From an optimization exercise on the open Yosys and OpenROAD flow, aimed at small area, a short achievable clock period and few clock cycles per item; shortcuts taken in it are not production practice. No functional check of the RTL was part of any run shown here.

`standard.sh`:
```
#!/bin/bash
# synth_recipe.tcl (not shown) runs the flow's synth.tcl, then flattens the netlist and writes it again
# the make line also repeats each setting of config.mk as NAME=value (left out here)
make -C /OpenROAD-flow-scripts/flow DESIGN_CONFIG=/design/flow/config.mk WORK_HOME=/design/flow/orfs CLKGATE_MAP_FILE= SYNTH_SCRIPT=/design/flow/synth_recipe.tcl "${@:-finish}"
```
`constraint.sdc`:
```
create_clock -name core_clock -period 7.0 [get_ports {clk}]
set_input_delay 1.4000 -clock core_clock [delete_from_list [all_inputs] [get_ports {clk}]]
set_output_delay 1.4000 -clock core_clock [all_outputs]
set_load 0.01 [all_outputs]
```
`design.v`:
```
module cordic #(parameter WIDTH = 32, ITER = 16)(
    input clk,
    input rst,
    input start,
    input mode,  
    input signed [WIDTH-1:0] x_in,
    input signed [WIDTH-1:0] y_in,
    input signed [WIDTH-1:0] z_in,
    output signed [WIDTH-1:0] x_out,
    output signed [WIDTH-1:0] y_out,
    output signed [WIDTH-1:0] z_out,
    output reg done
);
    localparam signed [WIDTH-1:0] K = 32'sd19898;   
    reg signed [WIDTH-1:0] x, y, z;
    reg [3:0] ix, iy;
    reg busy;
    reg mode_r;        
    function signed [WIDTH-1:0] atan_table;
        input [3:0] idx;
        case (idx)
            4'd0:  atan_table = 32'sd25736;
            4'd1:  atan_table = 32'sd15192;
            4'd2:  atan_table = 32'sd8027;
            4'd3:  atan_table = 32'sd4074;
            4'd4:  atan_table = 32'sd2045;
            4'd5:  atan_table = 32'sd1023;
            4'd6:  atan_table = 32'sd511;
            4'd7:  atan_table = 32'sd256;
            4'd8:  atan_table = 32'sd128;
            4'd9:  atan_table = 32'sd64;
            4'd10: atan_table = 32'sd32;
            4'd11: atan_table = 32'sd16;
            4'd12: atan_table = 32'sd8;
            4'd13: atan_table = 32'sd4;
            4'd14: atan_table = 32'sd2;
            default: atan_table = 32'sd1;
        endcase
    endfunction
    function [WIDTH-1:0] addsub;
        input [WIDTH-1:0] a;
        input [WIDTH-1:0] b;
        input sub;
        reg [WIDTH-1:0] bb, p, g, pp, gg, pn, gn;
        begin
            bb = b ^ {WIDTH{sub}};
            p = a ^ bb;
            g = a & bb;
            g[0] = g[0] | (p[0] & sub);
            gg = g; pp = p; gn = g; pn = p;
                gn[1] = gg[1] | (pp[1] & gg[0]); pn[1] = pp[1] & pp[0];
                gn[3] = gg[3] | (pp[3] & gg[2]); pn[3] = pp[3] & pp[2];
                gn[5] = gg[5] | (pp[5] & gg[4]); pn[5] = pp[5] & pp[4];
                gn[7] = gg[7] | (pp[7] & gg[6]); pn[7] = pp[7] & pp[6];
                gn[9] = gg[9] | (pp[9] & gg[8]); pn[9] = pp[9] & pp[8];
                gn[11] = gg[11] | (pp[11] & gg[10]); pn[11] = pp[11] & pp[10];
                gn[13] = gg[13] | (pp[13] & gg[12]); pn[13] = pp[13] & pp[12];
                gn[15] = gg[15] | (pp[15] & gg[14]); pn[15] = pp[15] & pp[14];
                gn[17] = gg[17] | (pp[17] & gg[16]); pn[17] = pp[17] & pp[16];
                gn[19] = gg[19] | (pp[19] & gg[18]); pn[19] = pp[19] & pp[18];
                gn[21] = gg[21] | (pp[21] & gg[20]); pn[21] = pp[21] & pp[20];
                gn[23] = gg[23] | (pp[23] & gg[22]); pn[23] = pp[23] & pp[22];
                gn[25] = gg[25] | (pp[25] & gg[24]); pn[25] = pp[25] & pp[24];
                gn[27] = gg[27] | (pp[27] & gg[26]); pn[27] = pp[27] & pp[26];
                gn[29] = gg[29] | (pp[29] & gg[28]); pn[29] = pp[29] & pp[28];
                gn[31] = gg[31] | (pp[31] & gg[30]); pn[31] = pp[31] & pp[30];
                gg = gn; pp = pn;
                gn[3] = gg[3] | (pp[3] & gg[1]); pn[3] = pp[3] & pp[1];
                gn[7] = gg[7] | (pp[7] & gg[5]); pn[7] = pp[7] & pp[5];
                gn[11] = gg[11] | (pp[11] & gg[9]); pn[11] = pp[11] & pp[9];
                gn[15] = gg[15] | (pp[15] & gg[13]); pn[15] = pp[15] & pp[13];
                gn[19] = gg[19] | (pp[19] & gg[17]); pn[19] = pp[19] & pp[17];
                gn[23] = gg[23] | (pp[23] & gg[21]); pn[23] = pp[23] & pp[21];
                gn[27] = gg[27] | (pp[27] & gg[25]); pn[27] = pp[27] & pp[25];
                gn[31] = gg[31] | (pp[31] & gg[29]); pn[31] = pp[31] & pp[29];
                gg = gn; pp = pn;
                gn[7] = gg[7] | (pp[7] & gg[3]); pn[7] = pp[7] & pp[3];
                gn[15] = gg[15] | (pp[15] & gg[11]); pn[15] = pp[15] & pp[11];
                gn[23] = gg[23] | (pp[23] & gg[19]); pn[23] = pp[23] & pp[19];
                gn[31] = gg[31] | (pp[31] & gg[27]); pn[31] = pp[31] & pp[27];
                gg = gn; pp = pn;
                gn[15] = gg[15] | (pp[15] & gg[7]); pn[15] = pp[15] & pp[7];
                gn[31] = gg[31] | (pp[31] & gg[23]); pn[31] = pp[31] & pp[23];
                gg = gn; pp = pn;
                gn[31] = gg[31] | (pp[31] & gg[15]); pn[31] = pp[31] & pp[15];
                gg = gn; pp = pn;
                gn[23] = gg[23] | (pp[23] & gg[15]); pn[23] = pp[23] & pp[15];
                gg = gn; pp = pn;
                gn[11] = gg[11] | (pp[11] & gg[7]); pn[11] = pp[11] & pp[7];
                gn[19] = gg[19] | (pp[19] & gg[15]); pn[19] = pp[19] & pp[15];
                gn[27] = gg[27] | (pp[27] & gg[23]); pn[27] = pp[27] & pp[23];
                gg = gn; pp = pn;
                gn[5] = gg[5] | (pp[5] & gg[3]); pn[5] = pp[5] & pp[3];
                gn[9] = gg[9] | (pp[9] & gg[7]); pn[9] = pp[9] & pp[7];
                gn[13] = gg[13] | (pp[13] & gg[11]); pn[13] = pp[13] & pp[11];
                gn[17] = gg[17] | (pp[17] & gg[15]); pn[17] = pp[17] & pp[15];
                gn[21] = gg[21] | (pp[21] & gg[19]); pn[21] = pp[21] & pp[19];
                gn[25] = gg[25] | (pp[25] & gg[23]); pn[25] = pp[25] & pp[23];
                gn[29] = gg[29] | (pp[29] & gg[27]); pn[29] = pp[29] & pp[27];
                gg = gn; pp = pn;
                gn[2] = gg[2] | (pp[2] & gg[1]); pn[2] = pp[2] & pp[1];
                gn[4] = gg[4] | (pp[4] & gg[3]); pn[4] = pp[4] & pp[3];
                gn[6] = gg[6] | (pp[6] & gg[5]); pn[6] = pp[6] & pp[5];
                gn[8] = gg[8] | (pp[8] & gg[7]); pn[8] = pp[8] & pp[7];
                gn[10] = gg[10] | (pp[10] & gg[9]); pn[10] = pp[10] & pp[9];
                gn[12] = gg[12] | (pp[12] & gg[11]); pn[12] = pp[12] & pp[11];
                gn[14] = gg[14] | (pp[14] & gg[13]); pn[14] = pp[14] & pp[13];
                gn[16] = gg[16] | (pp[16] & gg[15]); pn[16] = pp[16] & pp[15];
                gn[18] = gg[18] | (pp[18] & gg[17]); pn[18] = pp[18] & pp[17];
                gn[20] = gg[20] | (pp[20] & gg[19]); pn[20] = pp[20] & pp[19];
                gn[22] = gg[22] | (pp[22] & gg[21]); pn[22] = pp[22] & pp[21];
                gn[24] = gg[24] | (pp[24] & gg[23]); pn[24] = pp[24] & pp[23];
                gn[26] = gg[26] | (pp[26] & gg[25]); pn[26] = pp[26] & pp[25];
                gn[28] = gg[28] | (pp[28] & gg[27]); pn[28] = pp[28] & pp[27];
                gn[30] = gg[30] | (pp[30] & gg[29]); pn[30] = pp[30] & pp[29];
                gg = gn; pp = pn;
            addsub = p ^ {gg[WIDTH-2:0], sub};
        end
    endfunction
    wire signed [WIDTH-1:0] xs = x >>> ix;
    wire signed [WIDTH-1:0] ys = y >>> iy;
    wire d = mode_r ? y[WIDTH-1] : ~z[WIDTH-1];
    wire signed [WIDTH-1:0] xn = addsub(x, ys, d);
    wire signed [WIDTH-1:0] yn = addsub(y, xs, ~d);
    wire signed [WIDTH-1:0] zn = addsub(z, atan_table(iy), d);
    wire load = start & ~busy;
    always @(posedge clk) begin
        if (busy) begin
            x <= xn;
            y <= yn;
            z <= zn;
        end else begin
            x <= mode ? x_in : K;
            y <= mode ? y_in : {WIDTH{1'b0}};
            z <= mode ? {WIDTH{1'b0}} : z_in;
        end
    end
    always @(posedge clk or posedge rst) begin
        if (rst) begin
            busy <= 1'b0;
            done <= 1'b0;
            ix <= 4'd0;
            iy <= 4'd0;
            mode_r <= 1'b0;
        end else begin
            done <= busy & (ix == ITER - 1);
            if (busy) begin
                ix <= ix + 4'd1;
                iy <= iy + 4'd1;
            end
            if (load) begin
                busy <= 1'b1;
                mode_r <= mode;
            end else if (ix == ITER - 1) begin
                busy <= 1'b0;
            end
        end
    end
    assign x_out = x;
    assign y_out = y;
    assign z_out = z;
endmodule
```
`flow/run.sh`:
```
#!/bin/bash
# The standard layout with two changes: plain buf_1 cells as the port buffers
# (buffer_ports otherwise picks delay buffers), and no adder-cell mapping in
# synthesis (ADDER_MAP_FILE empty), so abc maps the adders' prefix logic from
# gates instead of ha/fa cells. Registers and their names are unchanged.
# make's output goes to make.log here; each ORFS step keeps its own log under orfs/logs.
set -euo pipefail
export BUFFER_PORTS_ARGS="-buffer_cell sky130_fd_sc_hd__buf_1"
bash standard.sh ADDER_MAP_FILE= finish > make.log 2>&1
```
`config.mk`:
```
export PLATFORM = sky130hd
export DESIGN_NAME = cordic
export DESIGN_NICKNAME = cordic
export VERILOG_FILES = /design/flow/design.v
export SDC_FILE = /design/flow/constraint.sdc
export NUM_CORES = 4
export LEC_CHECK = 0
export ABC_AREA = 1
export CAP_MARGIN = 20
export CORE_MARGIN = 2
export CORE_UTILIZATION = 50
export SETUP_SLACK_MARGIN = 3.5
export SLEW_MARGIN = 20
```
==> flow_summary_export.csv, run 1 <==
group,metric,value,unit
synthesis,synth_edf_count,0,
worst_setup_path,reg2reg_from,"iy[0]",
synthesis,synth_compound_area_frac,0.1229,
global_routing,grt_overflow,0,
clock_tree,tritoncts,"built",
place,portBuffers,196,
clock_tree,cts_max_level,3,
timing,tns,0,ns
synthesis,synth_cell_type_count,55,
synthesis,synth_top_family_by_area,"simple AND/OR/NAND/NOR gates",
worst_setup_path,r2r-end,"x[31]",
detailed_routing,vias,14144,
synthesis,synth_seq_cells,107,
synthesis,mappedNetlistArea,11620,um2
min_path,min_path_cells,2,
clock_tree,clk-insertion-delay-late,0.38,ns
detailed_routing,ant_nets,0,
synthesis,synth-simple-area-share,0.5260,
synthesis,synth_most_common_cell,"nand2_1",
worst_setup_path,startpoint_type,"flip-flop",
floorplan,initial_utilization,0.5115,
clock_tree,cts_num_sinks,107,
synthesis,synth_top_area_frac,0.2508,
worst_setup_path,end_kind,"flip-flop",
worst_setup_path,critPathRequiredTime,7.27,ns
timing,setup_viol_count_final,0,
floorplan,die_w,156.4,um
detailed_routing,via_per_inst,5.579,
clock_tree,clkTransAtPathRegs,0.09,ns
place,dp_hpwl,29600,um
synthesis,async_reset_ff_frac,0.1028,
synthesis,syn_avg_cell_area,5.563,um2
synthesis,synth_largest_area_cell,"nand2_1",
detailed_routing,wl,40530,um
synthesis,ys_warn_count,1,
global_routing,antenna_found_initial,0,
timing,relSlewSlack,0.4229,
synthesis,synth_xor_area_frac,0.05009,
worst_setup_path,r2r_slack,3.75,ns
place,gp_congestion,0.9950,
synthesis,yosysSeqAreaShare,0.1891,
cells_and_area,antenna_cells,0,
global_routing,grt_pass1_vias,12176,
timing,worstMarginPinSlew,0.8647,ns
floorplan,die_height,156.4,um
min_path,min-delay-start,"mode_r",
flow_run,cap_violations,0,
worst_setup_path,critPathKind,"flip-flop to flip-flop",
cells_and_area,drive_gt1_frac,0.07956,
worst_setup_path,arrival,3.52,ns
global_routing,grt_pass1_wl,61220,um
clock_tree,hold_buffers,0,
min_path,whs_endpoint,"mode_r",
floorplan,rows,55,
timing,maxSlewViolCount,0,
cells_and_area,final_net_count,2345,
min_path,hold_class,"flip-flop to flip-flop",
synthesis,yosys-top-cells-count,"nand2_1, nand3_1, inv_1",
worst_setup_path,cp_max_fo,19,
global_routing,grt.total_usage,0.3109,
floorplan,pin_count,197,
worst_setup_path,reg2reg_depth,24,
detailed_routing,drc,0,
global_routing,grt_max_degree,68,
detailed_routing,routedWlPerCell,15.99,um
timing,hold_viol,0,
timing,rsz0062_at_grt,"yes",
clock_tree,cts.path.max_buffers,2,
timing,post-route-min-period,3.248,ns
synthesis,synth_fa_ha_area_frac,0,
synthesis,syn-num-nets,2188,
detailed_routing,drtIter0Drc,1472,
timing,fmax,0.3079,GHz
synthesis,synthMuxAreaShare,0,
synthesis,synth_area_leaders,"nand2_1, nand3_1, dfxtp_1",
timing,skew,0.01593,ns
detailed_routing,dr.pass1.iters,6,
cells_and_area,area_delta_synth_final,12.87,%
run_status,status,"finished clean",
synthesis,synthFlopType,"dfxtp_1",
floorplan,core,22710,um2
clock_tree,cts_buffers,9,
timing,post-route-period-util,0.4640,
floorplan,dieArea,24470,um2
clock_tree,cts-root-buf,"clkbuf_16",
synthesis,netlist_instances,2088,
## worst max-delay path by stage
stage / cells after the start / slack (ns) / end / start
after floorplan: 23 / 4.36 / z[31] / y[31]
after global placement: 27 / 2.79 / x[31] / mode_r
after detailed placement: 27 / 2.76 / x[31] / mode_r
after CTS: 27 / 3.46 / x[31] / mode_r
after global routing: 29 / 3.49 / z[31] / iy[0]
final: 24 / 3.75 / x[31] / iy[0]
## state kept, by name (all words and copies together), names as in the netlist
signal / flops
busy: 1
done: 1
ix: 4
iy: 4
mode_r: 1
x: 32
y: 32
z: 32
## cells in the final DEF, fill, tap and decap left out, types with 23 or more instances in the layout
cell type    n
nand3_1    428
o21ai_0     73
nand2_1    774
inv_1      171
dfxtp_1     96
a32o_1      23
a21oi_1     55
nor2_1     103
buf_1      196
xor2_1      47
nand2_2     32
o21ai_1     31
## cells by family after synthesis
group	after synthesis
AND/OR/NAND/NOR	1401
buffers and inverters	289
AO/OA/AOI/OAI	232
flip-flops	107
XOR/XNOR	59
## critical path, cell delays in order, from the launching register on
cell and delay (ns):
dfrtp_2 0.46, buf_4 0.16, clkbuf_16 0.19, nand2_1 0.10
nand3_1 0.11, nand3_1 0.15, nand3_1 0.14, nand2_1 0.18
xnor3_1 0.26, nor2_1 0.17, nand3_1 0.11, nor2_1 0.11
nand2_1 0.10, nand2_2 0.11, nand2_1 0.12, nand2_2 0.11
nand2_2 0.06, nand2_1 0.08, nand2_1 0.06, nand2_1 0.09
nand2_2 0.07, nand2_1 0.05, nand2_1 0.04, nand3_1 0.06
nand2_1 0.06
## repair_timing
action / in CTS / in global routing
pin swaps: 0 / 1
endpoints found under the setup margin: 69 / 59
resized for setup: 19 / 50
gates cloned: 1 / 7
setup buffers: 0 / 22
## cell type report
type	instances	area, um2
fillers	2464	9598
multi-input cells	1692	8149
flip-flops and latches	107	2220
repair buffers	235	1260
inverters	198	810.8
well taps	285	356.6
clock buffers	9	225.2
clock inverters	7	75.07
repair inverters	2	15.01
## per-stage QoR
stage          instance area [um2]  hold slack [ns]  utilization  worst slack [ns]  instances
2_1_floorplan                11620           0.4530            -             4.359       2088
3_3_place_gp                 12250           0.4818       0.5394             2.791       2489
3_5_place_dp                 12250           0.4896       0.5394             2.757       2489
4_1_cts                      12610           0.5202       0.5552             3.457       2506
5_1_grt                      13110           0.5668       0.5774             3.493       2535
6_report                     13110           0.5106       0.5774             3.752       2535
## layer usage
metal	vias up	track usage	wire, um
met5	-	0	0
met4	0	0.08432	1092
met3	89	0.02769	3199
met2	568	0.5209	18120
met1	6341	0.4282	18130
li1	7146	-	-
==> run 2: changes to the inputs <==
--- a/design.v
+++ b/design.v
@@ -13,7 +13,8 @@
 );
     localparam signed [WIDTH-1:0] K = 32'sd19898;   
     reg signed [WIDTH-1:0] x, y, z;
-    reg [3:0] ix, iy;
+    reg [3:0] i;       
+    reg [3:0] ix, iy;  
     reg busy;
     reg mode_r;        
     function signed [WIDTH-1:0] atan_table;
@@ -37,13 +38,12 @@
             default: atan_table = 32'sd1;
         endcase
     endfunction
-    function [WIDTH-1:0] addsub;
+    function [WIDTH-1:0] addc;
         input [WIDTH-1:0] a;
-        input [WIDTH-1:0] b;
+        input [WIDTH-1:0] bb;
         input sub;
-        reg [WIDTH-1:0] bb, p, g, pp, gg, pn, gn;
+        reg [WIDTH-1:0] p, g, pp, gg, pn, gn;
         begin
-            bb = b ^ {WIDTH{sub}};
             p = a ^ bb;
             g = a & bb;
             g[0] = g[0] | (p[0] & sub);
@@ -114,17 +114,22 @@
                 gn[28] = gg[28] | (pp[28] & gg[27]); pn[28] = pp[28] & pp[27];
                 gn[30] = gg[30] | (pp[30] & gg[29]); pn[30] = pp[30] & pp[29];
                 gg = gn; pp = pn;
-            addsub = p ^ {gg[WIDTH-2:0], sub};
+            addc = p ^ {gg[WIDTH-2:0], sub};
         end
     endfunction
-    wire signed [WIDTH-1:0] xs = x >>> ix;
-    wire signed [WIDTH-1:0] ys = y >>> iy;
-    wire d = mode_r ? y[WIDTH-1] : ~z[WIDTH-1];
-    wire signed [WIDTH-1:0] xn = addsub(x, ys, d);
-    wire signed [WIDTH-1:0] yn = addsub(y, xs, ~d);
-    wire signed [WIDTH-1:0] zn = addsub(z, atan_table(iy), d);
+    reg d_r, dn_r;
+    wire d = d_r;
+    wire signed [WIDTH-1:0] xs = $signed(x ^ {WIDTH{dn_r}}) >>> ix;
+    wire signed [WIDTH-1:0] ys = $signed(y ^ {WIDTH{d_r}}) >>> iy;
+    wire signed [WIDTH-1:0] xn = addc(x, ys, d_r);
+    wire signed [WIDTH-1:0] yn = addc(y, xs, dn_r);
+    wire signed [WIDTH-1:0] zn = addc(z, atan_table(i) ^ {WIDTH{d_r}}, d_r);
     wire load = start & ~busy;
+    wire d_next = busy ? (mode_r ? yn[WIDTH-1] : ~zn[WIDTH-1])
+                       : (mode ? y_in[WIDTH-1] : ~z_in[WIDTH-1]);
     always @(posedge clk) begin
+        d_r <= d_next;
+        dn_r <= ~d_next;
         if (busy) begin
             x <= xn;
             y <= yn;
@@ -139,19 +144,21 @@
         if (rst) begin
             busy <= 1'b0;
             done <= 1'b0;
+            i <= 4'd0;
             ix <= 4'd0;
             iy <= 4'd0;
             mode_r <= 1'b0;
         end else begin
-            done <= busy & (ix == ITER - 1);
+            done <= busy & (i == ITER - 1);
             if (busy) begin
+                i <= i + 4'd1;
                 ix <= ix + 4'd1;
                 iy <= iy + 4'd1;
             end
             if (load) begin
                 busy <= 1'b1;
                 mode_r <= mode;
-            end else if (ix == ITER - 1) begin
+            end else if (i == ITER - 1) begin
                 busy <= 1'b0;
             end
         end
==> run 2 against run 1 <==
Effect of this change:
- still clean on timing, DRC and antenna
- synthesized cell count decreased by 0.86%
- critical path depth increased by 3
- register-to-register slack got worse by 0.04 ns
- wire length decreased by 3.1%
- critical endpoint unchanged
==> flow_summary_export.csv, run 2 <==
group,metric,value,unit
cells_and_area,final_net_count,2355,
place,dp_hpwl,28060,um
worst_setup_path,startpoint_type,"flip-flop",
detailed_routing,vias,13724,
place,dp_cells,2496,
cells_and_area,antenna_cells,0,
detailed_routing,drtIter0Drc,837,
floorplan,dieArea,24530,um2
cells_and_area,mostFrequentLayoutCells,"nand2_1, buf_1, inv_1",
place,gp_congestion,1.017,
synthesis,synth_seq_cells,113,
worst_setup_path,end_kind,"flip-flop",
floorplan,rows,55,
detailed_routing,drc,0,
floorplan,pin_count,197,
floorplan,initial_utilization,0.5113,
timing,relSlewSlack,0.4373,
global_routing,antenna_found_initial,0,
clock_tree,cts-root-buf,"clkbuf_16",
worst_setup_path,critPathRequiredTime,7.32,ns
clock_tree,cts_max_level,4,
clock_tree,tritoncts,"built",
clock_tree,hold_buffers,0,
timing,hold-worst-slack,0.5290,ns
timing,maxSlewViolCount,0,
place,place_ws,2.505,ns
worst_setup_path,arrival,3.61,ns
synthesis,ys_warn_count,1,
timing,fmax,0.3037,GHz
global_routing,grt_pass1_wl,59280,um
synthesis,yosys-top-cells-count,"nand2_1, inv_1, nand3_1",
clock_tree,cts_buffers,17,
timing,tns,0,ns
synthesis,synth_area_leaders,"nand2_1, dfxtp_1, nand3_1",
cells_and_area,area_delta_synth_final,21.24,%
detailed_routing,wl,39280,um
synthesis,netlist_instances,2070,
timing,setup_slack,3.707,ns
clock_tree,cts_num_sinks,113,
detailed_routing,via_per_inst,5.317,
timing,skew,0.01414,ns
cells_and_area,final_cells,2581,
detailed_routing,routedWlPerCell,15.22,um
synthesis,syn_avg_cell_area,5.626,um2
floorplan,die_height,156.6,um
detailed_routing,dr.pass1.iters,6,
clock_tree,clkTransAtPathRegs,0.06,ns
timing,post-route-period-util,0.4704,
synthesis,syn-num-nets,2170,
run_status,status,"finished clean",
synthesis,synthFlopType,"dfxtp_1",
synthesis,synth_cell_type_count,54,
cells_and_area,fin_util,0.6199,
floorplan,die_w,156.6,um
synthesis,synth_largest_area_cell,"nand2_1",
timing,post-route-min-period,3.293,ns
synthesis,yosysSeqAreaShare,0.2007,
cells_and_area,final_common_cell,"nand2_1",
detailed_routing,ant_nets,0,
worst_setup_path,reg2reg_from,"d_r",
cells_and_area,top_regs,"x: 32 flops, y: 32 flops, z: 32 flops",
floorplan,core,22780,um2
global_routing,grt.total_usage,0.3033,
synthesis,async_reset_ff_frac,0.1327,
timing,hold_viol,0,
global_routing,grt_pass1_vias,12206,
min_path,hold_class,"flip-flop to flip-flop",
synthesis,mappedNetlistArea,11650,um2
cells_and_area,drive_gt1_frac,0.1279,
min_path,min-delay-start,"i[0]",
place,portBuffers,196,
synthesis,synth_top_area_frac,0.2517,
cells_and_area,n_fill_cell,2332,
global_routing,grt_max_degree,57,
clock_tree,cts.path.max_buffers,2,
worst_setup_path,critPathKind,"flip-flop to flip-flop",
clock_tree,clk-insertion-delay-late,0.44,ns
timing,setup_viol_count_final,0,
timing,rsz0062_at_grt,"yes",
global_routing,grt_overflow,0,
worst_setup_path,cp_max_fo,9,
synthesis,synth_edf_count,0,
worst_setup_path,startpoint,"d_r",
flow_run,cap_violations,0,
timing,worstMarginPinSlew,0.8432,ns
synthesis,synth_most_common_cell,"nand2_1",
## run 2: changes by cell type after synthesis, moves of 7 or more
cell      before  now
nand2_2       30   22
buf_4         17    4
xnor2_1        8   36
o21ai_1       30   89
inv_2         23   10
nor2_1       106  142
clkbuf_1      20   34
o211ai_1       3   22
a21oi_1       55   69
nand3_1      429  176
or2_2         16    9
xor2_1        47   60
inv_1        174  195
o21ai_0       76  120
## run 2: what timing repair did
| item | CTS | global route |
|---|---|---|
| pin swaps | 0 | 24 |
| buffers inserted | 10 | 33 |
| gates resized for setup | 22 | 157 |
| gates cloned | 3 | 7 |
| endpoints found under the setup margin | 55 | 41 |
## run 2: final cells by class
class                   count  area (um2)  area share
well taps                 313       391.6     0.02774
multi-input cells        1654        8572      0.6071
inverters                 211       844.6     0.05981
clock inverters             9       83.83    0.005937
flip-flops and latches    113        2364      0.1674
repair inverters            3       22.52    0.001595
repair buffers            255        1364     0.09659
clock buffers              23       478.0     0.03385
## run 2: kinds of logic after synthesis
logic type	count (synthesis)	synth area share
compound gates	382	0.1961
xor+xnor	101	0.07918
buf+inv	303	0.1098
flops	113	0.2007
mux	2	0.001719
simple gates	1169	0.4125
## run 2: per-layer routing
layer / global-route usage / routed length, um / vias up
met5: 0 / 0 / -
met4: 0.1319 / 1317 / 0
met3: 0.05096 / 2236 / 69
met2: 0.5303 / 18990 / 409
met1: 0.3658 / 16740 / 6214
li1: - / - / 7032
## run 2: critical path, cell delays in order, from the launching register on
cell and delay [ns]:
dfxtp_4 0.38, buf_6 0.15, clkbuf_16 0.17, xor2_1 0.17
o21ai_2 0.22, inv_1 0.08, o21ai_2 0.20, inv_1 0.07
o21ai_2 0.13, nand2_1 0.10, o211ai_1 0.20, nand2_1 0.14
inv_2 0.08, nand3_1 0.10, nor2_1 0.14, nand2_2 0.09
nand2_4 0.08, nand2_2 0.06, nand2_2 0.08, nand2_2 0.06
nand2_2 0.07, nand2_1 0.06, nand2_2 0.07, nand2_2 0.06
nand2_1 0.05, nand2_1 0.04, nand3_1 0.06, nand2_1 0.05
## run 2: metrics by stage
step / area, um2
2_1_floorplan: 11650
3_3_place_gp: 12380
3_5_place_dp: 12380
4_1_cts: 13110
5_1_grt: 14120
6_report: 14120
## run 2: worst paths after layout
path / end / cells past startpoint / slack, ns
setup / recovery: x[31] / 27 / 3.71
hold / removal: i[0] / 1 / 0.53
setup reg to reg: x[31] / 27 / 3.71
hold reg to reg: i[0] / 1 / 0.53
max in group asynchronous: iy[0] / 2 / 5.49
min in group asynchronous: ix[1] / 2 / 1.03

## re-timing with driven ports
The flow's constraints put no driver on any port. The routed layouts listed below were extracted and timed again, unchanged, in two steps. Step 1: set_driving_cell puts a clkbuf_16 on clk and a buf_2 on each other input, an assumption about the parent block. Step 2 times the ports against the registers' clock, not the clock port: input delays grow and output delays shrink by t, the midpoint of the rising clock arrivals with the driver on. Slacks: ideal / step 1 / step 2; pairs: ideal / step 1.
run	shift t [ns]	setup WS [ns]	worst data-port slew with drivers (ns)
run 1	0.422	3.752 / 3.752 / 3.635	0.05
run 2	0.477	3.707 / 3.707 / 3.607	0.05
After both steps every run listed still meets setup and hold. The setup slack of run 1, which loses most, moves by 0.000 ns with the drivers and by -0.117 ns with both steps.
